This design comes from an exercise in tuning for small area on the open sky130 flow, not from production work.
The RTL was checked by simulation tests, not by an equivalence proof against the original design.
Power and IR drop assume default switching activity.

==> design.v <==
module cpu(
    input clk,
    input rst_n,
    output hlt,
    output [15:0] pc,
    input [15:0] imem_data,
    output [15:0] dmem_addr,
    output [15:0] dmem_wdata,
    output dmem_we,
    output dmem_re,
    input [15:0] dmem_rdata
);
    wire rst = ~rst_n;
    genvar g;
    reg  [15:0] pc_q;                  
    reg  [15:0] fd_i;                  
    reg  [15:0] dx_a, dx_b, dx_i;      
    reg         dx_bub;                
    reg         dx_fam, dx_faw;        
    reg         dx_fbm, dx_fbw;        
    reg         fl_n, fl_z, fl_v;      
    reg  [15:0] xm_alu, xm_b;          
    reg  [3:0]  xm_wr;
    reg         xm_sw, xm_lw, xm_rw, xm_hlt;
    reg  [15:0] mw_wd;                 
    reg  [3:0]  mw_wr;
    reg         mw_rw, mw_hlt;
    assign pc  = pc_q;
    assign hlt = mw_hlt;
    wire [15:0] rf_q [0:15];
    assign rf_q[0] = mw_wd;            
    wire [15:1] rf_we;
    wdec u_wdec(.wr(mw_wr), .rw(mw_rw), .rst(dx_bub), .we(rf_we));
    generate
        for (g = 1; g < 16; g = g + 1) begin : R
            reg [15:0] q;
            always @(posedge clk)
                if (rf_we[g]) q <= mw_wd;
            assign rf_q[g] = q;
        end
    endgenerate
    wire [3:0] op_d  = fd_i[15:12];
    wire       d_lb  = op_d[3] & ~op_d[2] & op_d[1];        
    wire       d_mem = op_d[3] & ~op_d[2] & ~op_d[1];       
    wire       d_sw  = d_mem & op_d[0];
    wire       d_pcs;                                    
    g_and2 u_pcs(.a(op_d[3] & op_d[2]), .b(op_d[1] & ~op_d[0]), .y(d_pcs));
    wire [3:0] rr1_d, rr2_d;
    generate
        for (g = 0; g < 4; g = g + 1) begin : RR
            g_ao22 u1(.a(fd_i[8+g]), .b(d_lb),  .c(fd_i[4+g]), .d(~d_lb),  .y(rr1_d[g]));
            g_ao22 u2(.a(fd_i[8+g]), .b(d_mem), .c(fd_i[g]),   .d(~d_mem), .y(rr2_d[g]));
        end
    endgenerate
    wire [3:0] op_x  = dx_i[15:12];
    wire [3:0] wr_x  = dx_i[11:8];
    wire       x_lb  = op_x[3] & ~op_x[2] & op_x[1];
    wire       x_mem = op_x[3] & ~op_x[2] & ~op_x[1];
    wire       x_sw  = ~dx_bub & x_mem & op_x[0];
    wire       x_lw  = ~dx_bub & x_mem & ~op_x[0];
    wire       x_rw  = ~dx_bub & (~op_x[3] | (x_mem & ~op_x[0]) | x_lb | (op_x == 4'b1110));
    wire       x_hlt = ~dx_bub & (op_x == 4'b1111);
    wire       x_nz  = (wr_x != 4'd0);
    wire       m_fw  = xm_rw & (xm_wr != 4'd0);
    wire e1x, e2x, e1m, e2m, e1w, e2w;
    eq4 u_e1x(.a(rr1_d), .b(wr_x),  .y(e1x));
    eq4 u_e2x(.a(rr2_d), .b(wr_x),  .y(e2x));
    eq4 u_e1m(.a(rr1_d), .b(xm_wr), .y(e1m));
    eq4 u_e2m(.a(rr2_d), .b(xm_wr), .y(e2m));
    eq4 u_e1w(.a(rr1_d), .b(mw_wr), .y(e1w));
    eq4 u_e2w(.a(rr2_d), .b(mw_wr), .y(e2w));
    wire byp1 = mw_rw & e1w;
    wire byp2;                                  
    g_and2 u_byp2(.a(mw_rw), .b(e2w), .y(byp2));
    wire [16:0] s1, s2;
    rdsel u_s1(.rr(rr1_d), .byp(byp1), .pcs(d_pcs), .sel(s1));
    rdsel2 u_s2(.rr(rr2_d), .byp(byp2), .lb(d_lb), .sel(s2));
    wire [15:0] rd1, rd2;              
    generate
        for (g = 0; g < 16; g = g + 1) begin : B
            wire [16:0] col;
            genvar h;
            for (h = 0; h < 16; h = h + 1) begin : C
                assign col[h] = rf_q[h][g];
            end
            assign col[16] = pc_q[g];
            ao17 u_r1(.s(s1), .d(col), .y(rd1[g]));
            if (g < 8) begin : LB
                ao17 u_r2(.s(s2), .d({fd_i[g], col[15:0]}), .y(rd2[g]));
            end else begin : NL
                ao16 u_r2(.s(s2[15:0]), .d(col[15:0]), .y(rd2[g]));
            end
        end
    endgenerate
    wire f_n, f_z, f_v;
    flagcalc u_fl(.a(rd1), .b(rd2), .sub(op_d[0]), .n(f_n), .z(f_z), .v(f_v));
    wire f_as = ~op_d[3] & ~op_d[2] & ~op_d[1];             
    wire f_en = ~op_d[3] & ~(op_d[1] & op_d[0]);
    reg taken;
    always @* begin
        case (fd_i[11:9])
            3'b000: taken = ~fl_z;
            3'b001: taken = fl_z;
            3'b010: taken = ~fl_z & ~fl_n;
            3'b011: taken = fl_n;
            3'b100: taken = fl_z | ~fl_n;
            3'b101: taken = fl_n | fl_z;
            3'b110: taken = fl_v;
            default: taken = 1'b1;
        endcase
    end
    wire flush;                                              
    g_and2 u_fl2(.a(taken), .b(op_d[3] & op_d[2] & ~op_d[1]), .y(flush));
    wire stall = x_lw & x_nz & (e1x | (e2x & ~d_sw));
    wire [15:0] alu_x;
    alu u_alu(.op(op_x), .imm(dx_i[3:0]), .dx_a(dx_a), .dx_b(dx_b),
              .m_val(xm_alu), .w_val(mw_wd),
              .fam(dx_fam), .faw(dx_faw), .fbm(dx_fbm), .fbw(dx_fbw),
              .y(alu_x));
    wire fdx = x_sw & e1x;
    wire fdm = xm_rw & e1m;
    wire go  = rst_n & ~stall;
    wire halt_f = &imem_data[15:12];
    wire gf = go & flush;
    wire sel_x, sel_m, sel_r, sel_ad, sel_pc;
    g_and2 u_sx(.a(gf), .b(fdx), .y(sel_x));
    g_and2 u_sm(.a(gf), .b(~fdx & fdm), .y(sel_m));
    g_and2 u_sr(.a(gf), .b(~fdx & ~fdm & (byp1 | op_d[0])), .y(sel_r));
    g_and2 u_sa(.a(go), .b(flush ? (~fdx & ~fdm & ~byp1 & ~op_d[0]) : ~halt_f), .y(sel_ad));
    g_and2 u_sp(.a(rst_n), .b(stall | (~flush & halt_f)), .y(sel_pc));
    wire [15:0] pc_add;
    pcadd u_pca(.pc(pc_q), .off(fd_i[8:0]), .br(flush), .y(pc_add));
    wire [15:0] pc_nx;
    generate
        for (g = 0; g < 16; g = g + 1) begin : P
            ao5 u_p(.s({sel_pc, sel_ad, sel_r, sel_m, sel_x}),
                    .d({pc_q[g], pc_add[g], rd1[g], xm_alu[g], alu_x[g]}),
                    .y(pc_nx[g]));
        end
    endgenerate
    wire sfw_eq;
    eq4 u_sfw(.a(xm_wr), .b(mw_wr), .y(sfw_eq));
    wire sfw, nsfw;                            
    g_and2 u_sfw2(.a(sfw_eq), .b(xm_wr != 4'd0), .y(sfw));
    g_or2  u_sfw3(.a(~sfw_eq), .b(xm_wr == 4'd0), .y(nsfw));
    wire [15:0] wd_nx, fd_nx;
    wire fd_hold, fd_take, wd_ld, wd_al;
    g_and2 u_fh(.a(rst_n), .b(stall),   .y(fd_hold));
    g_and2 u_ft(.a(go),    .b(~flush),  .y(fd_take));
    g_and2 u_wl(.a(rst_n), .b(xm_lw),   .y(wd_ld));     
    g_and2 u_wa(.a(rst_n), .b(~xm_lw),  .y(wd_al));     
    generate
        for (g = 0; g < 16; g = g + 1) begin : MX
            g_ao22 u_sd(.a(xm_b[g]), .b(nsfw), .c(mw_wd[g]), .d(sfw), .y(dmem_wdata[g]));
            g_ao22 u_wd(.a(xm_alu[g]), .b(wd_al), .c(dmem_rdata[g]), .d(wd_ld), .y(wd_nx[g]));
            g_ao22 u_fd(.a(fd_i[g]), .b(fd_hold), .c(imem_data[g]), .d(fd_take), .y(fd_nx[g]));
        end
    endgenerate
    assign dmem_addr = xm_alu;
    assign dmem_we   = xm_sw;
    assign dmem_re   = xm_lw;
    always @(posedge clk) begin
        pc_q <= pc_nx;
        fd_i <= fd_nx;
    end
    always @(posedge clk) begin
        if (f_en) begin
            fl_n <= f_as & f_n; fl_z <= f_z; fl_v <= f_as & f_v;
        end
    end
    always @(posedge clk) begin
        dx_a   <= rd1;
        dx_b   <= rd2;
        dx_i   <= fd_i;
        dx_fam <= e1x & x_rw & x_nz;
        dx_faw <= e1m & m_fw;
        dx_fbm <= e2x & x_rw & x_nz & ~d_lb;
        dx_fbw <= e2m & m_fw & ~d_lb;
        xm_alu <= alu_x;
        xm_b   <= dx_b;
        mw_wd  <= wd_nx;
    end
    always @(posedge clk) begin
        dx_bub <= rst;
        xm_wr  <= dx_bub ? 4'd0 : wr_x;
        mw_wr  <= xm_wr;
        mw_rw  <= xm_rw;
        if (rst) begin
            xm_sw <= 1'b0; xm_lw <= 1'b0; xm_rw <= 1'b0; xm_hlt <= 1'b0;
            mw_hlt <= 1'b0;
        end else begin
            xm_sw <= x_sw; xm_lw <= x_lw; xm_rw <= x_rw; xm_hlt <= x_hlt;
            mw_hlt <= xm_hlt;
        end
    end
endmodule
module wdec(input [3:0] wr, input rw, input rst, output [15:1] we);
    wire [3:0] hi, lo;
    genvar g;
    generate
        for (g = 0; g < 4; g = g + 1) begin : D
            assign hi[g] = rw & (wr[3:2] == g);
            assign lo[g] = (wr[1:0] == g);
        end
        for (g = 1; g < 16; g = g + 1) begin : W
            g_ao21 u(.a(hi[g/4]), .b(lo[g%4]), .c(rst), .y(we[g]));
        end
    endgenerate
endmodule
module eq4(input [3:0] a, input [3:0] b, output y);
    assign y = (a == b);
endmodule
module rdsel(input [3:0] rr, input byp, input pcs, output [16:0] sel);
    wire en = ~pcs & ~byp;
    wire [3:0] hi, lo;
    genvar g;
    generate
        for (g = 0; g < 4; g = g + 1) begin : D
            assign hi[g] = en & (rr[3:2] == g);
            assign lo[g] = (rr[1:0] == g);
        end
        for (g = 1; g < 16; g = g + 1) begin : S
            g_and2 u(.a(hi[g/4]), .b(lo[g%4]), .y(sel[g]));
        end
    endgenerate
    g_and2 u0(.a(byp), .b(~pcs), .y(sel[0]));
    assign sel[16] = pcs;
endmodule
module rdsel2(input [3:0] rr, input byp, input lb, output [16:0] sel);
    wire en = ~byp & ~lb;
    wire [3:0] hi, lo;
    genvar g;
    generate
        for (g = 0; g < 4; g = g + 1) begin : D
            assign hi[g] = en & (rr[3:2] == g);
            assign lo[g] = (rr[1:0] == g);
        end
        for (g = 1; g < 16; g = g + 1) begin : S
            g_and2 u(.a(hi[g/4]), .b(lo[g%4]), .y(sel[g]));
        end
    endgenerate
    g_and2 u0(.a(byp), .b(~lb), .y(sel[0]));
    assign sel[16] = lb;
endmodule
module ao17(input [16:0] s, input [16:0] d, output y);
    wire [5:0] n;
    g_aoi222 u0(.a(s[0]),  .b(d[0]),  .c(s[1]),  .d(d[1]),  .e(s[2]),  .f(d[2]),  .y(n[0]));
    g_aoi222 u1(.a(s[3]),  .b(d[3]),  .c(s[4]),  .d(d[4]),  .e(s[5]),  .f(d[5]),  .y(n[1]));
    g_aoi222 u2(.a(s[6]),  .b(d[6]),  .c(s[7]),  .d(d[7]),  .e(s[8]),  .f(d[8]),  .y(n[2]));
    g_aoi222 u3(.a(s[9]),  .b(d[9]),  .c(s[10]), .d(d[10]), .e(s[11]), .f(d[11]), .y(n[3]));
    g_aoi222 u4(.a(s[12]), .b(d[12]), .c(s[13]), .d(d[13]), .e(s[14]), .f(d[14]), .y(n[4]));
    g_aoi22  u5(.a(s[15]), .b(d[15]), .c(s[16]), .d(d[16]), .y(n[5]));
    wire m;
    g_and3  u6(.a(n[0]), .b(n[1]), .c(n[2]), .y(m));
    g_nand4 u7(.a(m), .b(n[3]), .c(n[4]), .d(n[5]), .y(y));
endmodule
module ao16(input [15:0] s, input [15:0] d, output y);
    wire [5:0] n;
    g_aoi222 u0(.a(s[0]),  .b(d[0]),  .c(s[1]),  .d(d[1]),  .e(s[2]),  .f(d[2]),  .y(n[0]));
    g_aoi222 u1(.a(s[3]),  .b(d[3]),  .c(s[4]),  .d(d[4]),  .e(s[5]),  .f(d[5]),  .y(n[1]));
    g_aoi222 u2(.a(s[6]),  .b(d[6]),  .c(s[7]),  .d(d[7]),  .e(s[8]),  .f(d[8]),  .y(n[2]));
    g_aoi222 u3(.a(s[9]),  .b(d[9]),  .c(s[10]), .d(d[10]), .e(s[11]), .f(d[11]), .y(n[3]));
    g_aoi222 u4(.a(s[12]), .b(d[12]), .c(s[13]), .d(d[13]), .e(s[14]), .f(d[14]), .y(n[4]));
    g_nand2  u5(.a(s[15]), .b(d[15]), .y(n[5]));
    wire m;
    g_and3  u6(.a(n[0]), .b(n[1]), .c(n[2]), .y(m));
    g_nand4 u7(.a(m), .b(n[3]), .c(n[4]), .d(n[5]), .y(y));
endmodule
module ao5(input [4:0] s, input [4:0] d, output y);
    wire n0, n1;
    g_aoi222 u0(.a(s[0]), .b(d[0]), .c(s[1]), .d(d[1]), .e(s[2]), .f(d[2]), .y(n0));
    g_aoi22  u1(.a(s[3]), .b(d[3]), .c(s[4]), .d(d[4]), .y(n1));
    g_nand2  u2(.a(n0), .b(n1), .y(y));
endmodule
module ao3(input [2:0] s, input [2:0] d, output y);
    wire n;
    g_aoi222 u0(.a(s[0]), .b(d[0]), .c(s[1]), .d(d[1]), .e(s[2]), .f(d[2]), .y(n));
    g_inv    u1(.a(n), .y(y));
endmodule
module nadd16(input [15:0] a, input [15:0] b, input cin, input kill, input kx,
              output [15:0] bs, output [3:0] nco, output [15:0] s);
    genvar g;
    wire [16:0] rc;
    generate
        for (g = 0; g < 16; g = g + 1) begin : F
            if (g % 4 == 0 && g > 0) begin : H
                g_ha u(.a(a[g]), .b(b[g]), .s(bs[g]), .co(rc[g+1]));
            end else if (g == 0) begin : A0
                g_fa u(.a(a[g]), .b(b[g]), .c(cin), .s(bs[g]), .co(rc[g+1]));
            end else begin : A
                wire ci;
                g_andn k(.a(rc[g]), .b(kx), .y(ci));
                g_fa u(.a(a[g]), .b(b[g]), .c(ci), .s(bs[g]), .co(rc[g+1]));
            end
        end
    endgenerate
    assign nco = {rc[16], rc[12], rc[8], rc[4]};
    wire [3:0] allp;                   
    wire [3:1] c;                      
    generate
        for (g = 1; g < 4; g = g + 1) begin : N
            wire p01, p012;
            g_and2 u0(.a(bs[4*g]),   .b(bs[4*g+1]), .y(p01));
            g_and2 u1(.a(p01),       .b(bs[4*g+2]), .y(p012));
            g_and2 u2(.a(p012),      .b(bs[4*g+3]), .y(allp[g]));
            wire cj;
            if (g == 1) begin : C1
                assign cj = nco[0];
            end else begin : CN
                g_ao21 u3(.a(allp[g-1]), .b(c[g-1]), .c(nco[g-1]), .y(cj));
            end
            g_andn u4(.a(cj), .b(kill), .y(c[g]));
            wire t1, t2, t3;
            g_and2 u5(.a(c[g]), .b(bs[4*g]),   .y(t1));
            g_and2 u6(.a(c[g]), .b(p01),       .y(t2));
            g_and2 u7(.a(c[g]), .b(p012),      .y(t3));
            g_xor2 x0(.a(bs[4*g]),   .b(c[g]), .y(s[4*g]));
            g_xor2 x1(.a(bs[4*g+1]), .b(t1),   .y(s[4*g+1]));
            g_xor2 x2(.a(bs[4*g+2]), .b(t2),   .y(s[4*g+2]));
            g_xor2 x3(.a(bs[4*g+3]), .b(t3),   .y(s[4*g+3]));
        end
    endgenerate
    assign allp[0] = 1'b0;
    assign s[3:0] = bs[3:0];
endmodule
module flagcalc(input [15:0] a, input [15:0] b, input sub, output n, output z, output v);
    wire [15:0] bb, bs;
    wire [16:0] rc;
    genvar g;
    generate
        for (g = 0; g < 16; g = g + 1) begin : F
            g_xor2 u_x(.a(b[g]), .b(sub), .y(bb[g]));
            if (g % 4 == 0 && g > 0) begin : H
                g_ha u(.a(a[g]), .b(bb[g]), .s(bs[g]), .co(rc[g+1]));
            end else begin : A
                g_fa u(.a(a[g]), .b(bb[g]), .c((g == 0) ? sub : rc[g]), .s(bs[g]), .co(rc[g+1]));
            end
        end
    endgenerate
    wire [3:0] allp, allz, nz;
    wire [3:1] c;
    generate
        for (g = 0; g < 4; g = g + 1) begin : N
            assign allp[g] = &bs[4*g+3:4*g];
            assign allz[g] = ~|bs[4*g+3:4*g];
        end
    endgenerate
    assign c[1] = rc[4];
    assign c[2] = rc[8]  | (allp[1] & c[1]);
    assign c[3] = rc[12] | (allp[2] & c[2]);
    assign nz[0] = allz[0];
    assign nz[1] = c[1] ? allp[1] : allz[1];
    assign nz[2] = c[2] ? allp[2] : allz[2];
    assign nz[3] = c[3] ? allp[3] : allz[3];
    wire s15 = bs[15] ^ (c[3] & bs[12] & bs[13] & bs[14]);
    wire ovf = (a[15] == bb[15]) & (s15 != a[15]);
    assign n = ovf ? a[15] : s15;
    assign z = ~ovf & (&nz);
    assign v = ovf;
endmodule
module pcadd(input [15:0] pc, input [8:0] off, input br, output [15:0] y);
    wire [15:1] ad;
    assign ad[1] = br ? off[0] : 1'b1;
    genvar g;
    generate
        for (g = 2; g < 16; g = g + 1) begin : A
            assign ad[g] = br & off[(g < 10) ? g - 1 : 8];
        end
    endgenerate
    wire [16:2] c;
    g_ha u1(.a(pc[1]), .b(ad[1]), .s(y[1]), .co(c[2]));
    generate
        for (g = 2; g < 16; g = g + 1) begin : F
            g_fa u(.a(pc[g]), .b(ad[g]), .c(c[g]), .s(y[g]), .co(c[g+1]));
        end
    endgenerate
    assign y[0] = pc[0];
endmodule
module alu(
    input  [3:0]  op,
    input  [3:0]  imm,             
    input  [15:0] dx_a, dx_b, m_val, w_val,
    input         fam, faw, fbm, fbw,
    output [15:0] y
);
    wire x_lb  = op[3] & ~op[2] & op[1];
    wire x_mem = op[3] & ~op[2] & ~op[1];
    wire isrc  = x_mem;
    wire sub;
    g_and2 u_sub(.a(~op[3] & ~op[2] & ~op[1]), .b(op[0]), .y(sub));
    wire nib   = ~op[3] & op[1] & op[0];                     
    wire x_xor = (op == 4'b0010);                            
    wire sa_m = fam;
    wire sa_w, sa_r;
    g_and2 u_saw(.a(~fam), .b(faw),  .y(sa_w));
    g_and2 u_sar(.a(~fam), .b(~faw), .y(sa_r));
    wire sb_m, sb_w, sb_r;
    g_and2 u_sbm(.a(~isrc), .b(fbm), .y(sb_m));
    g_and2 u_sbw(.a(~isrc & ~fbm), .b(fbw),  .y(sb_w));
    g_and2 u_sbr(.a(~isrc & ~fbm), .b(~fbw), .y(sb_r));
    wire [15:0] ib = {{11{imm[3]}}, imm[3:0], 1'b0};
    wire [15:0] nibs = ~(ib & {16{isrc}});
    wire [15:0] a, aa, b;
    wire [3:0]  p;                     
    genvar g;
    generate
        for (g = 0; g < 16; g = g + 1) begin : BIT
            ao3 u_a(.s({sa_r, sa_w, sa_m}), .d({dx_a[g], w_val[g], m_val[g]}), .y(a[g]));
            if (g == 0) begin : B0           
                opb0 u_b(.s({sb_r, sb_w, sb_m}), .d({dx_b[g], w_val[g], m_val[g]}), .inv(sub), .y(b[g]));
            end else begin : BN
                opb u_b(.s({sb_r, sb_w, sb_m}), .d({dx_b[g], w_val[g], m_val[g]}), .ni(nibs[g]), .inv(sub), .y(b[g]));
            end
            if (g % 4 == 3) begin : P
                g_xor2 u_p(.a(aa[g]), .b(b[g]), .y(p[g/4]));
            end
        end
    endgenerate
    assign aa = {a[15:1], a[0] & ~op[3]};              
    wire [15:0] bs, s;
    wire [3:0]  nco;
    nadd16 u_add(.a(aa), .b(b), .cin(sub), .kill(nib | x_xor), .kx(x_xor), .bs(bs), .nco(nco), .s(s));
    wire [4:0] x0 = {p[0] ^ nco[0], bs[3:0]};
    wire [4:0] x1 = {p[1] ^ nco[1], bs[7:4]};
    wire [4:0] x2 = {p[2] ^ nco[2], bs[11:8]};
    wire [4:0] x3 = {p[3] ^ nco[3], bs[15:12]};
    wire [5:0] u, v;
    wire [6:0] red;
    sadd5 u_u(.a(x0), .b(x1), .y(u));
    sadd5 u_v(.a(x2), .b(x3), .y(v));
    sadd6 u_r(.a(u), .b(v), .y(red));
    wire [3:0]  sh_n = imm[3:0];
    wire        sll  = (op == 4'b0100);
    wire [3:0]  ng   = 4'd0 - sh_n;
    wire [3:0]  rn;
    assign rn[0] = sh_n[0];
    g_mux2 u_rn1(.a0(sh_n[1]), .a1(ng[1]), .s(sll), .y(rn[1]));
    g_mux2 u_rn2(.a0(sh_n[2]), .a1(ng[2]), .s(sll), .y(rn[2]));
    g_mux2 u_rn3(.a0(sh_n[3]), .a1(ng[3]), .s(sll), .y(rn[3]));
    wire [15:0] rot;
    rotr u_rot(.a(a), .n(rn), .y(rot));
    wire [3:0]  a3 = {aa[15], aa[11], aa[7], aa[3]};
    wire [3:0]  b3 = {b[15], b[11], b[7], b[3]};
    wire [3:0]  s3 = {s[15], s[11], s[7], s[3]};
    wire [15:0] thr;
    wire [3:0]  gs;
    wire [7:0]  ncn;
    wire        c_sll, c_sra, c_ror, c_nfill, s_red, sa_lo, sa_hi, s_llb, s_lhb;
    aluctl u_ctl(.op(op), .n(sh_n), .a3(a3), .b3(b3), .s3(s3), .red6(red[6]),
                 .thr(thr), .gs(gs), .ncn(ncn),
                 .sll(c_sll), .sra(c_sra), .ror(c_ror), .nfill(c_nfill),
                 .s_red(s_red), .sa_lo(sa_lo), .sa_hi(sa_hi),
                 .s_llb(s_llb), .s_lhb(s_lhb));
    generate
        for (g = 0; g < 16; g = g + 1) begin : RS
            wire kk, nk;
            shmask u_m(.tl(thr[g]), .tr(thr[15-g]), .sll(c_sll), .sra(c_sra), .ror(c_ror),
                       .nfill(c_nfill), .nc(ncn[2*(g/4) + ((g % 4 == 3) ? 1 : 0)]), .kk(kk), .nk(nk));
            if (g < 7) begin : LO
                rbit6 u_r(.s(s[g]), .gs(gs[g/4]), .rot(rot[g]), .kk(kk),
                          .r(red[g]), .sr(s_red), .a(a[g]), .sa(sa_lo), .b(b[g]), .sb(s_llb),
                          .nk(nk), .y(y[g]));
            end else if (g < 8) begin : L7
                rbit5 u_r(.s(s[g]), .gs(gs[g/4]), .rot(rot[g]), .kk(kk),
                          .a(a[g]), .sa(sa_lo), .b(b[g]), .sb(s_llb), .nk(nk), .y(y[g]));
            end else begin : HI
                rbit5 u_r(.s(s[g]), .gs(gs[g/4]), .rot(rot[g]), .kk(kk),
                          .a(a[g]), .sa(sa_hi), .b(b[g-8]), .sb(s_lhb), .nk(nk), .y(y[g]));
            end
        end
    endgenerate
endmodule
module opb(input [2:0] s, input [2:0] d, input ni, input inv, output y);
    wire n, o;
    g_aoi222 u0(.a(s[0]), .b(d[0]), .c(s[1]), .d(d[1]), .e(s[2]), .f(d[2]), .y(n));
    g_nand2  u1(.a(n), .b(ni), .y(o));
    g_xor2   u2(.a(o), .b(inv), .y(y));
endmodule
module shmask(input tl, input tr, input sll, input sra, input ror, input nfill,
              input nc, output kk, output nk);
    assign kk = ror | (sll & tl) | (sra & tr);
    assign nk = nc & (nfill | tr);
endmodule
module rbit6(input s, gs, rot, kk, r, sr, a, sa, b, sb, nk, output y);
    wire n0, n1;
    g_aoi22  u0(.a(s), .b(gs), .c(rot), .d(kk), .y(n0));
    g_aoi222 u1(.a(r), .b(sr), .c(a), .d(sa), .e(b), .f(sb), .y(n1));
    g_nand3  u2(.a(n0), .b(n1), .c(nk), .y(y));
endmodule
module rbit5(input s, gs, rot, kk, a, sa, b, sb, nk, output y);
    wire n0, n1;
    g_aoi22  u0(.a(s), .b(gs), .c(rot), .d(kk), .y(n0));
    g_aoi22  u1(.a(a), .b(sa), .c(b), .d(sb), .y(n1));
    g_nand3  u2(.a(n0), .b(n1), .c(nk), .y(y));
endmodule
module opb0(input [2:0] s, input [2:0] d, input inv, output y);
    wire n;
    g_aoi222 u0(.a(s[0]), .b(d[0]), .c(s[1]), .d(d[1]), .e(s[2]), .f(d[2]), .y(n));
    g_xnor2  u2(.a(n), .b(inv), .y(y));
endmodule
module sadd5(input [4:0] a, input [4:0] b, output [5:0] y);
    wire [5:0] c;
    g_ha u0(.a(a[0]), .b(b[0]), .s(y[0]), .co(c[1]));
    g_fa u1(.a(a[1]), .b(b[1]), .c(c[1]), .s(y[1]), .co(c[2]));
    g_fa u2(.a(a[2]), .b(b[2]), .c(c[2]), .s(y[2]), .co(c[3]));
    g_fa u3(.a(a[3]), .b(b[3]), .c(c[3]), .s(y[3]), .co(c[4]));
    g_fa u4(.a(a[4]), .b(b[4]), .c(c[4]), .s(y[4]), .co(c[5]));
    g_fa u5(.a(a[4]), .b(b[4]), .c(c[5]), .s(y[5]), .co());
endmodule
module sadd6(input [5:0] a, input [5:0] b, output [6:0] y);
    wire [6:0] c;
    g_ha u0(.a(a[0]), .b(b[0]), .s(y[0]), .co(c[1]));
    g_fa u1(.a(a[1]), .b(b[1]), .c(c[1]), .s(y[1]), .co(c[2]));
    g_fa u2(.a(a[2]), .b(b[2]), .c(c[2]), .s(y[2]), .co(c[3]));
    g_fa u3(.a(a[3]), .b(b[3]), .c(c[3]), .s(y[3]), .co(c[4]));
    g_fa u4(.a(a[4]), .b(b[4]), .c(c[4]), .s(y[4]), .co(c[5]));
    g_fa u5(.a(a[5]), .b(b[5]), .c(c[5]), .s(y[5]), .co(c[6]));
    g_fa u6(.a(a[5]), .b(b[5]), .c(c[6]), .s(y[6]), .co());
endmodule
module rotr(input [15:0] a, input [3:0] n, output [15:0] y);
    wire [15:0] r1, r2, r4, r8;
    genvar g;
    generate
        for (g = 0; g < 16; g = g + 1) begin : M
            g_mux2i m1(.a0(a[g]),  .a1(a[(g+1)%16]),  .s(n[0]), .y(r1[g]));
            g_mux2i m2(.a0(r1[g]), .a1(r1[(g+2)%16]), .s(n[1]), .y(r2[g]));
            g_mux2i m4(.a0(r2[g]), .a1(r2[(g+4)%16]), .s(n[2]), .y(r4[g]));
            g_mux2i m8(.a0(r4[g]), .a1(r4[(g+8)%16]), .s(n[3]), .y(r8[g]));
        end
    endgenerate
    assign y = r8;
endmodule
module aluctl(
    input [3:0] op, input [3:0] n,
    input [3:0] a3, input [3:0] b3, input [3:0] s3,    
    input red6,
    output [15:0] thr, output [3:0] gs, output [7:0] ncn,
    output sll, output sra, output ror, output nfill,
    output s_red, output sa_lo, output sa_hi, output s_llb, output s_lhb
);
    wire x_mem = op[3] & ~op[2] & ~op[1];
    wire s_add = (~op[3] & ~op[2] & ~op[1]) | x_mem;
    wire s_pad = (op == 4'b0111);
    wire s_pcs = (op == 4'b1110);
    wire s_rd  = (op == 4'b0011);
    wire [3:0] oh = {op[3] & op[2], op[3] & ~op[2], ~op[3] & op[2], ~op[3] & ~op[2]};
    wire [3:0] ol = {op[1] & op[0], op[1] & ~op[0], ~op[1] & op[0], ~op[1] & ~op[0]};
    g_and2 u_sll(.a(oh[1]), .b(ol[0]), .y(sll));
    g_and2 u_sra(.a(oh[1]), .b(ol[1]), .y(sra));
    g_and2 u_ror(.a(oh[1]), .b(ol[2]), .y(ror));
    assign nfill = ~((op == 4'b0101) & a3[3]);
    g_and2 u_red(.a(oh[0]), .b(ol[3]), .y(s_red));
    g_and2 u_llb(.a(oh[2]), .b(ol[2]), .y(s_llb));
    g_and2 u_lhb(.a(oh[2]), .b(ol[3]), .y(s_lhb));
    g_or2  u_slo(.a(s_pcs), .b(op == 4'b1011), .y(sa_lo));
    g_or2  u_shi(.a(s_pcs), .b(op == 4'b1010), .y(sa_hi));
    genvar g;
    generate
        for (g = 0; g < 16; g = g + 1) begin : T
            assign thr[g] = (n <= g);
        end
    endgenerate
    wire [3:0] ov;
    generate
        for (g = 0; g < 4; g = g + 1) begin : O
            assign ov[g] = (a3[g] == b3[g]) & (s3[g] != a3[g]);
            assign gs[g] = (s_add & ~ov[3]) | (s_pad & ~ov[g]) | (op == 4'b0010);
            wire sat_add = s_add & ov[3];
            wire sat_pad = s_pad & ov[g];
            wire rs = s_rd & red6;
            assign ncn[2*g]   = ~((sat_add & ~a3[3]) | (sat_pad & ~a3[g]) | ((g >= 2) ? rs : 1'b0));
            assign ncn[2*g+1] = ~((sat_add & ((g == 3) ? a3[3] : ~a3[3])) | (sat_pad & a3[g]) |
                                ((g >= 1) ? rs : 1'b0));
        end
    endgenerate
endmodule
module g_aoi222(input a, b, c, d, e, f, output y);
    assign y = ~((a & b) | (c & d) | (e & f));
endmodule
module g_aoi22(input a, b, c, d, output y);
    assign y = ~((a & b) | (c & d));
endmodule
module g_ao22(input a, b, c, d, output y);
    assign y = (a & b) | (c & d);
endmodule
module g_ao21(input a, b, c, output y);
    assign y = (a & b) | c;
endmodule
module g_nand2(input a, b, output y);
    assign y = ~(a & b);
endmodule
module g_and2(input a, b, output y);
    assign y = a & b;
endmodule
module g_andn(input a, b, output y);
    assign y = a & ~b;
endmodule
module g_and3(input a, b, c, output y);
    assign y = a & b & c;
endmodule
module g_nand3(input a, b, c, output y);
    assign y = ~(a & b & c);
endmodule
module g_nand4(input a, b, c, d, output y);
    assign y = ~(a & b & c & d);
endmodule
module g_inv(input a, output y);
    assign y = ~a;
endmodule
module g_xor2(input a, b, output y);
    assign y = a ^ b;
endmodule
module g_mux2(input a0, a1, s, output y);
    assign y = s ? a1 : a0;
endmodule
module g_mux2i(input a0, a1, s, output y);
    assign y = ~(s ? a1 : a0);
endmodule
module g_fa(input a, b, c, output s, co);
    assign s  = a ^ b ^ c;
    assign co = (a & b) | (c & (a ^ b));
endmodule
module g_ha(input a, b, output s, co);
    assign s  = a ^ b;
    assign co = a & b;
endmodule
module g_or2(input a, b, output y);
    assign y = a | b;
endmodule
module g_xnor2(input a, b, output y);
    assign y = ~(a ^ b);
endmodule
==> flow/run.sh <==
#!/bin/bash
# Layout flow: the standard ORFS flow (standard.sh) in two parts.
#  1. standard synthesis, unchanged;
#  2. every combinational cell that synthesis sized above drive strength 1
#     is set back to drive strength 1 (flow/downsize.tcl); placement and
#     timing repair size cells up again where the layout needs it;
#  3. the rest of the standard flow, with
#     - the port buffers made of the smallest buffer cell,
#     - timing-driven global placement that keeps none of its trial
#       buffering (GPL_KEEP_OVERFLOW 0); the resizer step after placement
#       repairs what needs it,
#     - the clock tree built with larger sink clusters and no dummy loads.
# Each tool's output goes to a log file of its own in this folder (and ORFS
# keeps its per-step logs under orfs/logs).
set -euo pipefail
export BUFFER_PORTS_ARGS="-buffer_cell sky130_fd_sc_hd__buf_1"
export GPL_KEEP_OVERFLOW=0
export CTS_ARGS="-sink_clustering_enable -repair_clock_nets -sink_clustering_size 30 -sink_clustering_max_diameter 100 -dont_use_dummy_load"
bash standard.sh synth > synth_make.log 2>&1
RESULTS_DIR="$PWD/orfs/results/$FLOW_PLATFORM/cpu/base" \
    openroad -no_init -exit flow/downsize.tcl > downsize.log 2>&1
bash standard.sh > layout_make.log 2>&1
==> flow/downsize.tcl <==
# Set every combinational cell that synthesis gave a drive strength above 1
# back to drive strength 1; placement and timing repair size up where needed.
read_db $::env(RESULTS_DIR)/1_synth.odb
set db [ord::get_db]
set block [[$db getChip] getBlock]
set n 0
foreach inst [$block getInsts] {
  set name [[$inst getMaster] getName]
  if {![regexp {^(sky130_fd_sc_hd__[a-z0-9]+)_([0-9]+)$} $name -> base drive]} { continue }
  if {$drive == 1} { continue }
  if {[regexp {__(df|edf|sdf|dl|sdl|conb|clk|tap|fill|decap|diode|lpflow)} $base]} { continue }
  set m [$db findMaster ${base}_1]
  if {$m == "NULL"} { continue }
  $inst swapMaster $m
  incr n
}
puts "downsize: $n instances set to drive strength 1"
write_db $::env(RESULTS_DIR)/1_synth.odb
==> standard.sh <==
#!/bin/bash
# synth_recipe.tcl (not shown) runs the flow's synth.tcl, then flattens the netlist and writes it again
# the make line also repeats each setting of config.mk as NAME=value (left out here)
make -C /OpenROAD-flow-scripts/flow DESIGN_CONFIG=/design/flow/config.mk WORK_HOME=/design/flow/orfs CLKGATE_MAP_FILE= SYNTH_SCRIPT=/design/flow/synth_recipe.tcl "${@:-finish}"
==> config.mk <==
export PLATFORM = sky130hd
export DESIGN_NAME = cpu
export DESIGN_NICKNAME = cpu
export VERILOG_FILES = /design/flow/design.v
export SDC_FILE = /design/flow/constraint.sdc
export NUM_CORES = 4
export LEC_CHECK = 0
export CAP_MARGIN = 20
export CORE_MARGIN = 2
export CORE_UTILIZATION = 60
export SLEW_MARGIN = 20
export SYNTH_HIERARCHICAL = 1
==> constraint.sdc <==
create_clock -name core_clock -period 9.0 [get_ports {clk}]
set_input_delay 1.8000 -clock core_clock [delete_from_list [all_inputs] [get_ports {clk}]]
set_output_delay 1.8000 -clock core_clock [all_outputs]
set_load 0.01 [all_outputs]
==> impl_table.tex, run 1 <==
\begin{tabular}{lr}
\hline
Metric & Value \\
\hline
\multicolumn{2}{l}{\textbf{Outcome}} \\
Outcome & finished clean \\
\multicolumn{2}{l}{\textbf{Clock tree}} \\
Max Root-Sink Buffers & 3 \\
Insertion delay to the later sink of the worst-skew pair & 0.55 ns \\
CTS clock-pin slew for the worst setup and hold paths & roughly 0.12 ns \\
CTS buffer count & 17 \\
CTS Sinks & 386 \\
Deepest level of the CTS H-tree & 1 \\
TritonCTS clock tree & yes \\
Clock Root Buffer & sky130\_fd\_sc\_hd\_\_clkbuf\_16 \\
\multicolumn{2}{l}{\textbf{Finish}} \\
Final design utilization & 0.6419 \\
Most common cell after layout, fill and taps aside & sky130\_fd\_sc\_hd\_\_edfxtp\_1 \\
Number of nets in the layout & $\sim$1600 \\
Most used cells in the layout excluding fill and tap cells & 243 x sky130\_fd\_sc\_hd\_\_edfxtp\_1, 215 x sky130\_fd\_sc\_hd\_\_a222oi\_1, 141 x sky130\_fd\_sc\_hd\_\_dfxtp\_1, 98 x sky130\_fd\_sc\_hd\_\_and2\_1, 84 x sky130\_fd\_sc\_hd\_\_buf\_1 \\
Count of fill cells added during filler insertion & roughly 2400 \\
Synthesis-to-layout area growth & 6.073\% \\
Share of layout cells above drive strength 1 & 0.01501 \\
Count of antenna diodes in the layout & 0 \\
\multicolumn{2}{l}{\textbf{Timing}} \\
Final number of setup-violating endpoints & 0 \\
Post-route worst hold slack & 0.3626 ns \\
Number of slew-limit violations in the final report & 0 \\
Worst Skew & 0.06587 ns \\
F\_max & 0.1198 GHz \\
Clock period minus worst slack & 8.348 ns \\
Hold violation count in the final report & 0 \\
Worst slew pin tran & 1.023 ns \\
Post-route fraction of the period consumed by the critical path & 0.9276 \\
Final-layout setup total negative slack & 0 ns \\
Max transition margin & 0.3179 \\
Unrepaired setup endpoints after global routing & false \\
Worst setup slack after layout & 0.6520 ns \\
\multicolumn{2}{l}{\textbf{Power and ir drop}} \\
Leakage dissipation & between 7 and 8 nW \\
Pwr Density & 272.8 nW/um2 \\
IR Drop Worst-Case VDD & 0.2828 mV \\
Cell internal pwr & $\sim$3.4 mW \\
Part of the power in registers & 0.477 \\
Net load switching power & 2.097 mW \\
Combinational cell fraction of total power & 0.364 \\
Switch share & 0.3815 \\
Clock power share & 0.159 \\
\multicolumn{2}{l}{\textbf{Detailed routing}} \\
Remaining antenna violation count after routing & 0 \\
Post-detailed-route wirelength per cell & 32.13 um \\
Starting DRC count in detailed routing & about 2800 \\
Total via count in the routed design & 14840 \\
Routed via count divided by cell count & 7.675 \\
Detailed Routing Iterations Pass 1 & 10 \\
Detailed-route wire length & 62150 um \\
Number of design rule violations left after detail routing & 0 \\
\multicolumn{2}{l}{\textbf{Setup path}} \\
Required time of the critical path & between 9 and 10 ns \\
Type of destination of the critical path & register \\
Worst path arrival time & between 8 and 9 ns \\
Category of the worst setup path launch point & register \\
Cell count of the worst reg-to-reg path & 24 \\
Highest-delay cell along the critical path & sky130\_fd\_sc\_hd\_\_dfxtp\_1 \\
Critical path class & reg2reg \\
Dominant cell type by count on the critical path & sky130\_fd\_sc\_hd\_\_fa\_1 \\
Largest driver fanout on the critical path & 16 \\
Cell chain of the critical path & nor3b\_2 -> nor2\_1 -> and2\_1 -> a222oi\_1 -> xnor2\_1 -> fa\_1 -> nor2b\_1 -> fa\_1 -> nor2b\_1 -> fa\_1 -> nor2b\_1 -> fa\_1 -> fa\_1 -> fa\_1 -> fa\_1 -> fa\_1 -> fa\_1 -> and3\_1 -> a2bb2o\_1 -> a21oi\_1 -> o21a\_1 -> nand3\_1 -> a222oi\_1 -> nand2\_1 \\
Crit-path max cell delay & between 0.6 and 0.7 ns \\
\multicolumn{2}{l}{\textbf{Die}} \\
Initial core utilization & 0.6051 \\
Area of the core region & about 31000 um2 \\
Horizontal die dimension & 181.9 um \\
Number of placement rows & 65 \\
I/O Pins & 85 \\
Floorplan die area & 33100 um2 \\
Die height & 181.9 um \\
\multicolumn{2}{l}{\textbf{Min path}} \\
Depth of the worst hold-timing path & 0 \\
Min-Delay Path Class & reg2reg \\
\multicolumn{2}{l}{\textbf{Placement}} \\
Post-detailed-placement half-perimeter wirelength & between 40000 and 50000 um \\
Place WS & 0.6968 ns \\
Final GP Congestion & 1.022 \\
Count of input and output buffers & 84 \\
\multicolumn{2}{l}{\textbf{Synth}} \\
Post-synthesis net count & 1562 \\
Warnings, synthesis & 7 \\
Post-Syn Instances & 1461 \\
Post-synthesis instance area & 19000 um2 \\
Average size of a mapped cell & around 13 um2 \\
\multicolumn{2}{l}{\textbf{Flow run}} \\
Count of max-cap constraint violations & 0 \\
\multicolumn{2}{l}{\textbf{Global route}} \\
Initial antenna violation count & 1 \\
Remaining Overflow, GRT & 0 \\
Overall Global Routing Usage & 0.3719 \\
Wire length of the first global-routing pass & 92090 um \\
Vias in the first global route & 14140 \\
Largest net degree at the start of global routing & 31 \\
\hline
\end{tabular}
==> registers in the layout (all words and copies together), names as in the netlist, 4 cells and up <==
signal / count
xm_wr: 4
mw_wd: 16
mw_wr: 4
xm_alu: 16
fd_i: 16
xm_b: 16
pc_q: 16
R.q: 240
dx_i: 12
dx_b: 16
dx_a: 16
==> power by group through the flow <==
stage | clock network [mW] | registers [mW] | logic [mW]
after floorplan | 0 | 2.51 | 1.24
after global placement | 0 | 2.62 | 1.98
after detailed placement | 0 | 2.64 | 1.95
after CTS | 0.865 | 2.60 | 1.97
after global routing | 0.928 | 2.66 | 2.13
final | 0.872 | 2.62 | 2.00
==> final cells by class <==
class                           count  area [um2]  area share
Sequential cell                   386       10160      0.5043
Multi-Input combinational cell   1007        8598      0.4267
Tap cell                          402       503.0     0.02496
Clock buffer                       17       425.4     0.02111
Timing Repair Buffer               85       322.8     0.01602
Inverter                           37       138.9    0.006892
==> critical path: cells and delay by family, from the launching register on <==
family / cells / cell delay [ns]
compound gates: 5 / 1.53
xor+xnor: 1 / 0.20
fa+ha+maj: 9 / 4.08
flops: 1 / 0.62
simple gates: 9 / 1.76
==> what timing repair did <==
| action | 4_1_cts | 5_1_grt |
|---|---|---|
| hold endpoints to repair | 0 | 0 |
| endpoints found under the setup margin | 0 | 1 |
| setup buffers | 0 | 0 |
| hold buffers | 0 | 0 |
| resized for setup | 0 | 1 |
==> layer usage <==
layer,GRT usage,up-vias,share of wire
li1,-,6257,-
met1,0.4898,7334,0.38
met2,0.6330,1081,0.48
met3,0.04773,169,0.092
met4,0.1442,2,0.047
met5,0,-,0.00023
==> worst paths after layout <==
| path | from | endpoint | slack [ns] |
|---|---|---|---|
| worst max-delay path | dx_i[15] | pc_q[10] | 0.65 |
| worst min-delay path | dx_b[9] | xm_b[9] | 0.36 |
| worst max register to register | dx_i[15] | pc_q[10] | 0.65 |
| worst min register to register | dx_b[9] | xm_b[9] | 0.36 |
==> metrics by stage <==
step	power [mW]	cells	cell area, um2
detailed placement	4.588	1917	19720
floorplan	3.753	1461	19000
CTS	5.436	1934	20140
global placement	4.596	1916	19700
finish	5.498	1934	20150
global route	5.715	1934	20150
==> run 2: changes to the inputs <==
--- a/flow/run.sh
+++ b/flow/run.sh
@@ -15,7 +15,7 @@
 set -euo pipefail
 export BUFFER_PORTS_ARGS="-buffer_cell sky130_fd_sc_hd__buf_1"
 export GPL_KEEP_OVERFLOW=0
-export CTS_ARGS="-sink_clustering_enable -repair_clock_nets -sink_clustering_size 30 -sink_clustering_max_diameter 100 -dont_use_dummy_load"
+export CTS_ARGS="-sink_clustering_enable -repair_clock_nets -sink_clustering_size 25 -sink_clustering_max_diameter 100 -dont_use_dummy_load"
 bash standard.sh synth > synth_make.log 2>&1
 RESULTS_DIR="$PWD/orfs/results/$FLOW_PLATFORM/cpu/base" \
     openroad -no_init -exit flow/downsize.tcl > downsize.log 2>&1
==> run 2 against run 1 <==
Net effect: global-route usage up 0.079 points; first-iteration DRC count up 1.1%; utilization up 0.14 points; critical endpoint unchanged; worst setup slack worse by 0.15 ns; sequential power about the same; via count up 0.23%; combinational power about the same; fmax down 1.7%; critical path depth unchanged; critical path type unchanged; hold slack worse by 0.0010 ns.
==> impl_table.tex, run 2 <==
\begin{tabular}{lr}
\hline
Metric & Value \\
\hline
\multicolumn{2}{l}{\textbf{Power and ir drop}} \\
Clock power share & 0.166 (+0.007) \\
PnR Total Power & 5.541 mW (+0.78\%) \\
Part of the power in registers & 0.473 (-0.004) \\
IR Drop Worst-Case VDD & 0.2845 mV (+0.59\%) \\
Combinational cell fraction of total power & 0.361 (-0.003) \\
Switch share & 0.3796 (-0.001817) \\
Net load switching power & 2.104 mW (+0.30\%) \\
Cell internal pwr & 3.437 mW (+1.1\%) \\
Leakage dissipation & 7.601 nW (+0.29\%) \\
Pwr Density & 274.4 nW/um2 (+0.56\%) \\
\multicolumn{2}{l}{\textbf{Setup path}} \\
Capturing point of the worst reg2reg path & pc\_q[10] \\
Worst path arrival time & 8.89 ns (+0.14 ns) \\
Highest-delay cell along the critical path & sky130\_fd\_sc\_hd\_\_dfxtp\_1 \\
Dominant cell type by count on the critical path & sky130\_fd\_sc\_hd\_\_fa\_1 \\
Category of the worst setup path launch point & register \\
Startpoint of the lowest-slack register-to-register path & dx\_i[15] \\
Worst reg2reg setup slack & 0.50 ns (-0.15 ns) \\
Cell count of the worst reg-to-reg path & 24 (unchanged) \\
Cell chain of the critical path & nor3b\_1 -> nor2\_1 -> and2\_1 -> a222oi\_1 -> xnor2\_1 -> fa\_1 -> nor2b\_1 -> fa\_1 -> nor2b\_1 -> fa\_1 -> nor2b\_1 -> fa\_1 -> fa\_1 -> fa\_1 -> fa\_1 -> fa\_1 -> fa\_1 -> and3\_1 -> a2bb2o\_1 -> a21oi\_1 -> o21a\_1 -> nand3\_1 -> a222oi\_1 -> nand2\_1 \\
Type of destination of the critical path & register \\
Critical path class & reg2reg \\
Required time of the critical path & 9.40 ns (about the same) \\
Crit-path max cell delay & 0.62 ns (about the same) \\
Largest driver fanout on the critical path & 16 (unchanged) \\
\multicolumn{2}{l}{\textbf{Timing}} \\
Final number of setup-violating endpoints & 0 (unchanged) \\
Final-layout setup total negative slack & 0 ns (unchanged) \\
Number of slew-limit violations in the final report & 0 (unchanged) \\
F\_max & 0.1177 GHz (-1.7\%) \\
Clock period minus worst slack & 8.495 ns (+0.1473 ns) \\
Worst Skew & 0.05572 ns (-0.01015 ns) \\
Hold violation count in the final report & 0 (unchanged) \\
Max transition margin & 0.3150 (-0.002915) \\
Unrepaired setup endpoints after global routing & false \\
Worst slew pin tran & 1.025 ns (+0.002155 ns) \\
Worst setup slack after layout & 0.5047 ns (-0.1473 ns) \\
Post-route fraction of the period consumed by the critical path & 0.9439 (+0.01636) \\
\multicolumn{2}{l}{\textbf{Detailed routing}} \\
Total via count in the routed design & 14880 (+0.23\%) \\
Starting DRC count in detailed routing & 2788 (+1.1\%) \\
Detailed-route wire length & 62030 um (-0.19\%) \\
Number of design rule violations left after detail routing & 0 (unchanged) \\
Detailed Routing Iterations Pass 1 & 15 (+5) \\
Post-detailed-route wirelength per cell & 32.04 um (-0.29\%) \\
Remaining antenna violation count after routing & 0 (unchanged) \\
Routed via count divided by cell count & 7.684 (+0.13\%) \\
\multicolumn{2}{l}{\textbf{Finish}} \\
Count of antenna diodes in the layout & 0 (unchanged) \\
Max reg flops & 240 (unchanged) \\
Synthesis-to-layout area growth & 6.310\% \\
Final design utilization & 0.6433 (+0.001435) \\
Non-filler instance count after layout & 1936 (+0.10\%) \\
Most common cell after layout, fill and taps aside & sky130\_fd\_sc\_hd\_\_edfxtp\_1 \\
Most used cells in the layout excluding fill and tap cells & 243 x sky130\_fd\_sc\_hd\_\_edfxtp\_1, 215 x sky130\_fd\_sc\_hd\_\_a222oi\_1, 141 x sky130\_fd\_sc\_hd\_\_dfxtp\_1, 98 x sky130\_fd\_sc\_hd\_\_and2\_1, 84 x sky130\_fd\_sc\_hd\_\_buf\_1 \\
Most flops, register & R.q \\
Share of layout cells above drive strength 1 & 0.01565 (+0.0006323) \\
Number of nets in the layout & 1637 (+0.12\%) \\
\multicolumn{2}{l}{\textbf{Clock tree}} \\
Post-CTS setup buffer count & 0 (unchanged) \\
Insertion delay to the later sink of the worst-skew pair & 0.56 ns (about the same) \\
Number of resized instances in the post-cts repair step & 0 (unchanged) \\
CTS buffer count & 19 (+2) \\
Hold-fix buffer count after cts & 0 (unchanged) \\
Max Root-Sink Buffers & 3 (unchanged) \\
CTS Sinks & 386 (unchanged) \\
Clock Root Buffer & sky130\_fd\_sc\_hd\_\_clkbuf\_16 \\
CTS clock-pin slew for the worst setup and hold paths & 0.10 ns (-0.02 ns) \\
TritonCTS clock tree & yes \\
Deepest level of the CTS H-tree & 1 (unchanged) \\
\multicolumn{2}{l}{\textbf{Synth}} \\
Post-synthesis net count & 1562 (unchanged) \\
Warnings, synthesis & 7 (unchanged) \\
Average size of a mapped cell & 13.00 um2 (unchanged) \\
Post-synthesis instance area & 19000 um2 (unchanged) \\
Post-Syn Instances & 1461 (unchanged) \\
\multicolumn{2}{l}{\textbf{Die}} \\
Floorplan die area & 33100 um2 (unchanged) \\
Horizontal die dimension & 181.9 um (unchanged) \\
Initial core utilization & 0.6051 (unchanged) \\
I/O Pins & 85 (unchanged) \\
Number of placement rows & 65 (unchanged) \\
Area of the core region & 31390 um2 (unchanged) \\
Die height & 181.9 um (unchanged) \\
\multicolumn{2}{l}{\textbf{Placement}} \\
Count of input and output buffers & 84 (unchanged) \\
Place WS & 0.6968 ns (unchanged) \\
Dpl cells & 1917 (unchanged) \\
Post-detailed-placement half-perimeter wirelength & 46040 um (unchanged) \\
Final GP Congestion & 1.022 (unchanged) \\
\multicolumn{2}{l}{\textbf{Min path}} \\
Hold path startpoint & dx\_b[9] \\
Min-Delay Path Class & reg2reg \\
Depth of the worst hold-timing path & 0 (unchanged) \\
Hold endpoint & xm\_b[9] \\
\multicolumn{2}{l}{\textbf{Global route}} \\
Initial antenna violation count & 3 (+2) \\
Vias in the first global route & 14150 (+0.085\%) \\
Wire length of the first global-routing pass & 92410 um (+0.35\%) \\
Overall Global Routing Usage & 0.3727 (+0.0007941) \\
Remaining Overflow, GRT & 0 (unchanged) \\
Largest net degree at the start of global routing & 26 (-16\%) \\
\multicolumn{2}{l}{\textbf{Flow run}} \\
Count of max-cap constraint violations & 0 (unchanged) \\
\multicolumn{2}{l}{\textbf{Outcome}} \\
Outcome & finished clean \\
\hline
\end{tabular}
run 2: changes by cell type in the layout (fill, tap and decap cells not counted):
cell | previous run | this run
sky130_fd_sc_hd__clkbuf_16 | 17 | 19
sky130_fd_sc_hd__nor3b_1 | 7 | 8
sky130_fd_sc_hd__nor3b_2 | 1 | 0
run 2: final cells by class:
| type | instances | area [um2] |
|---|---|---|
| Inverter | 37 | 138.9 |
| Fill cell | 2377 | 11200 |
| Sequential cell | 386 | 10160 |
| Clock buffer | 19 | 475.5 |
| Tap cell | 402 | 503.0 |
| Timing Repair Buffer | 85 | 322.8 |
| Multi-Input combinational cell | 1007 | 8593 |
run 2: stage by stage:
| step | hold WS, ns | area [um2] |
|---|---|---|
| 2_1_floorplan | 0.3304 | 19000 |
| 3_3_place_gp | 0.3535 | 19700 |
| 3_5_place_dp | 0.3451 | 19720 |
| 4_1_cts | 0.3617 | 20190 |
| 5_1_grt | 0.3724 | 20200 |
| 6_report | 0.3615 | 20200 |
run 2: worst max-delay path by stage:
stage               depth (start not counted)  startpoint       end  slack [ns]
floorplan                                  24    dx_i[15]  pc_q[10]        1.43
global placement                           24    dx_i[15]   pc_q[8]        0.63
detailed placement                         24    dx_i[15]  pc_q[10]        0.70
CTS                                        24    dx_i[15]  pc_q[10]        0.65
global route                               24    dx_i[15]  pc_q[10]        0.02
finish                                     24    dx_i[15]  pc_q[10]        0.50
run 2: layer usage:
metal  share of wire  vias up  track usage
met5         0.00045        -            0
met4           0.050        4       0.1523
met3            0.10      190      0.05275
met2            0.48     1168       0.6294
met1            0.37     7252       0.4886
li1                -     6263            -
run 2: critical path, delay by kind of cell (launching register included):
kind	cells	cell delay, ns
compound gates	5	1.54
simple gates	9	1.94
fa+ha+maj	9	4.07
xor+xnor	1	0.20
flops	1	0.62
run 2: power by group through the flow:
stage,clock (mW),combinational (mW),sequential (mW)
CTS,0.915,1.97,2.60
finish,0.918,2.00,2.62
detailed placement,0,1.95,2.64
global placement,0,1.98,2.62
global route,0.971,2.13,2.66
floorplan,0,1.24,2.51

afterwards: timing with drivers on the ports:
How much do the figures lean on ideal ports? The routed layouts below were timed once more, with nothing changed but the port constraints.
Step 1: set_driving_cell puts a clkbuf_16 on clk and a buf_2 on each other input, an assumption about the parent block.
Step 2 adds t to the input delays and takes it off the output delays; t is the mean of the earliest and latest rising clock arrival at the registers after step 1. Input paths then give back, and output paths get back, about the clock's delay inside the block.
Three values: ideal, step 1, step 2; two values: the first two.
run	shift t [ns]	slack for setup (ns)	worst hold slack (ns)	worst setup path at the end	worst data-port slew with drivers (ns)
run 1	0.574	0.652 / 0.652 / 0.652	0.363 / 0.363 / 0.363	register to register	0.04
run 2	0.582	0.505 / 0.505 / 0.505	0.362 / 0.362 / 0.362	register to register	0.04
After both steps setup and hold are still met in every run listed.
